Source: an optimization exercise on an open RTL-to-GDS flow (aim: small area, a short achievable clock period and few clock cycles per item). Production flows keep margins and buffers that such runs may drop.
In this exercise RTL edits were held to simulation tests only and were not proved equivalent to the original.
Power is estimated from default activity; no workload was simulated.

==> inputs of run A <==
==> flow/design.v (excerpt) <==
module conv_top(clk, rst, start, image, filter, ready, result);
make LEC_CHECK=0 CAP_MARGIN=20 CELL_PAD_IN_SITES_GLOBAL_PLACEMENT=1 CORE_MARGIN=2 CORE_UTILIZATION=35 GPL_TIMING_DRIVEN=0 PLACE_DENSITY=0.5 SETUP_SLACK_MARGIN=2.0 SLEW_MARGIN=20 SYNTH_HIERARCHICAL=1 finish   # period 7.0 ns
run.sh (not shown) runs the stock make flow with config.mk's settings and CLKGATE_MAP_FILE= SYNTH_SCRIPT=/design/flow/synth_recipe.tcl, a recipe that flattens the netlist after the stock synthesis.
==> inputs of run B, as changes to run A <==
==> flow/flow/run.sh (new file) <==
#!/bin/bash
# Own flow: the standard layout (standard.sh), except that the port
# buffers use sky130_fd_sc_hd__buf_2 instead of the resizer's default delay
# buffer. Every input and output port still gets its own buffer.
set -euo pipefail
export BUFFER_PORTS_ARGS="-buffer_cell sky130_fd_sc_hd__buf_2"
bash standard.sh > standard.log 2>&1
==> flow/standard.sh (new file) <==
#!/bin/bash
# synth_recipe.tcl (not shown) runs the flow's synth.tcl, then flattens the netlist and writes it again
# the make line also repeats each setting of config.mk as NAME=value (left out here)
make -C /OpenROAD-flow-scripts/flow DESIGN_CONFIG=/design/flow/config.mk WORK_HOME=/design/flow/orfs CLKGATE_MAP_FILE= SYNTH_SCRIPT=/design/flow/synth_recipe.tcl "${@:-finish}"
- SETUP_SLACK_MARGIN: 2.0 -> 2.5
removed: flow/run.sh
==> reports/summary.txt <==
outcome - complete, no violations
grt met3 use - 16.5%
commonest cells after routing, fill and taps aside - a222oi_1 (576), fa_1 (413), xor2_1 (267)
Int Pwr - 6770 uW
Met1 Wirelength - 54200 um
GPL Wtd Cong - 1.01
Setup crit end - st_q[89]
Final clock-cell share - 1.89%
Syn-to-layout area delta - 29.5%
crit-path max FO - 10
M2 GR Usage - 57.0%
Clk power - 952 uW
WL met2 - 61500 um
Critical Path Slowest Stage Cell - nor2b_1
post-route cell area - 31900 um^2
CP required - 7.23 ns
CP startpoint - image[34]
final wirelength - 148000 um
Arr. time, crit path - 5.40 ns
worst slew pin tran - 1.36 ns
WHS - 1.69 ns
the above is filed under run A

==> reports/summary.txt <==
WHS - 1.32 ns
Arr. time, crit path - 5.42 ns
commonest cells after routing, fill and taps aside - a222oi_1 (576), fa_1 (354), xor2_1 (268)
Clk power - 947 uW
CP required - 7.33 ns
Syn-to-layout area delta - 34.0%
crit-path max FO - 3
GPL Wtd Cong - 0.972
CP startpoint - filter[64]
Int Pwr - 7230 uW
final wirelength - 158000 um
outcome - complete, no violations
the above is filed under run B

Testbench counts of run A, summed over its fixed seeds: cycles 1,024, items 1,024.
Testbench counts of run B, summed over its fixed seeds: cycles 1,024, items 1,024.

==> trial 31 <==
conv_top again, from the RTL that the note above started with.
export LEC_CHECK = 0
export CAP_MARGIN = 20
export CELL_PAD_IN_SITES_GLOBAL_PLACEMENT = 1
export CORE_MARGIN = 2
export CORE_UTILIZATION = 35
export GPL_TIMING_DRIVEN = 1
export PLACE_DENSITY = 0.5
export SETUP_SLACK_MARGIN = 2.0
export SLEW_MARGIN = 20
export SYNTH_HIERARCHICAL = 1
create_clock -name core_clock -period 7.0 [get_ports {clk}]
standard.sh (not shown) runs the stock make flow with config.mk's settings and CLKGATE_MAP_FILE= SYNTH_SCRIPT=/design/flow/synth_recipe.tcl, a recipe that flattens the netlist after the stock synthesis.
==> flow/flow/run.sh <==
#!/bin/bash
# Own flow: the standard layout (standard.sh), except that the port
# buffers use sky130_fd_sc_hd__buf_2 instead of the resizer's default delay
# buffer. Every input and output port still gets its own buffer.
set -euo pipefail
export BUFFER_PORTS_ARGS="-buffer_cell sky130_fd_sc_hd__buf_2"
bash standard.sh > standard.log 2>&1
==> build 3: changes against trial 31 <==
Settings changed: SETUP_SLACK_MARGIN 2.0 to 2.25.
==> results.txt <==
quantity                                                               trial 31         build 3
Ratio of cells with drive above 1 in the final layout                     19.1%           22.0%
Largest net degree at the start of global routing                           121              62
Wire length reported by the detailed router                      150000 microns  149000 microns
First-pass GRT wire length                                       203000 microns  202000 microns
CP arrival                                                              5.35 ns         5.09 ns
Power drawn by the combinational cells                                  9.27 mW         9.72 mW
Internal power                                                          5.74 mW         6.09 mW
Number of global-route vias before repair                                 24705           24812
DP Cell Count                                                              3337            3336
Slew headroom                                                             21.9%           16.9%
Pwr per Cell Area                                                   411 mW/mm^2     417 mW/mm^2
WL met1                                                           55800 microns   55400 microns
LEAKAGE                                                                 10.2 nW         10.4 nW
Number of detailed-routing iterations run before antenna repair              17              22
Result of the run                                      timing/DRC/antenna clean  timing/DRC/antenna clean
Wire length on met2                                               63400 microns   62600 microns
Timing startpoint of the critical path                               filter[41]      filter[66]
Global router's overall resource usage                                    40.2%           39.9%
Area growth from synthesis to layout                                      17.0%           20.0%
Final core area utilization                                               41.3%           42.3%
Sequential portion of the cell area                                       12.5%           12.2%
Path length in cells of the critical path                                    10              12
Buffers inserted during post-CTS setup optimization                           0               6
Testbench counts of trial 31, summed over its fixed seeds: cycles 1,024, items 1,024.
Testbench counts of build 3, summed over its fixed seeds: cycles 1,024, items 1,024.

-- static timing again, ports no longer ideal --
How much do the figures lean on ideal ports? The routed layouts below were timed once more, with nothing changed but the port constraints. Step 1: set_driving_cell puts a clkbuf_16 on clk and a buf_2 on each other input, an assumption about the parent block. Step 2 also shifts input and output timing later by t, the mid clock arrival at the registers, as if the neighbouring blocks saw the same clock. a / b / c = ideal ports / drivers / drivers and shift; a / b = the first two.
run | t (ns) | setup slack, ns | hold slack, ns | latest minus earliest clock arrival (ns) | slew at the worst register clock pin (ns)
run A | 0.556 | 1.834 / 1.865 / 1.308 | 1.685 / 1.643 / 2.199 | 0.018 / 0.017 | 0.07 / 0.07
run B | 0.556 | 1.906 / 1.800 / 1.244 | 1.316 / 1.280 / 1.836 | 0.018 / 0.018 | 0.07 / 0.07
trial 31 | 0.548 | 1.859 / 1.895 / 1.347 | 1.524 / 1.483 / 1.882 | 0.018 / 0.019 | 0.07 / 0.07
build 3 | 0.548 | 2.137 / 2.061 / 1.513 | 1.266 / 1.219 / 1.767 | 0.015 / 0.016 | 0.07 / 0.07
After both steps setup and hold are still met in every run listed. For run B, which loses most, drivers alone change the setup slack by -0.106 ns; drivers and shift together by -0.662 ns.
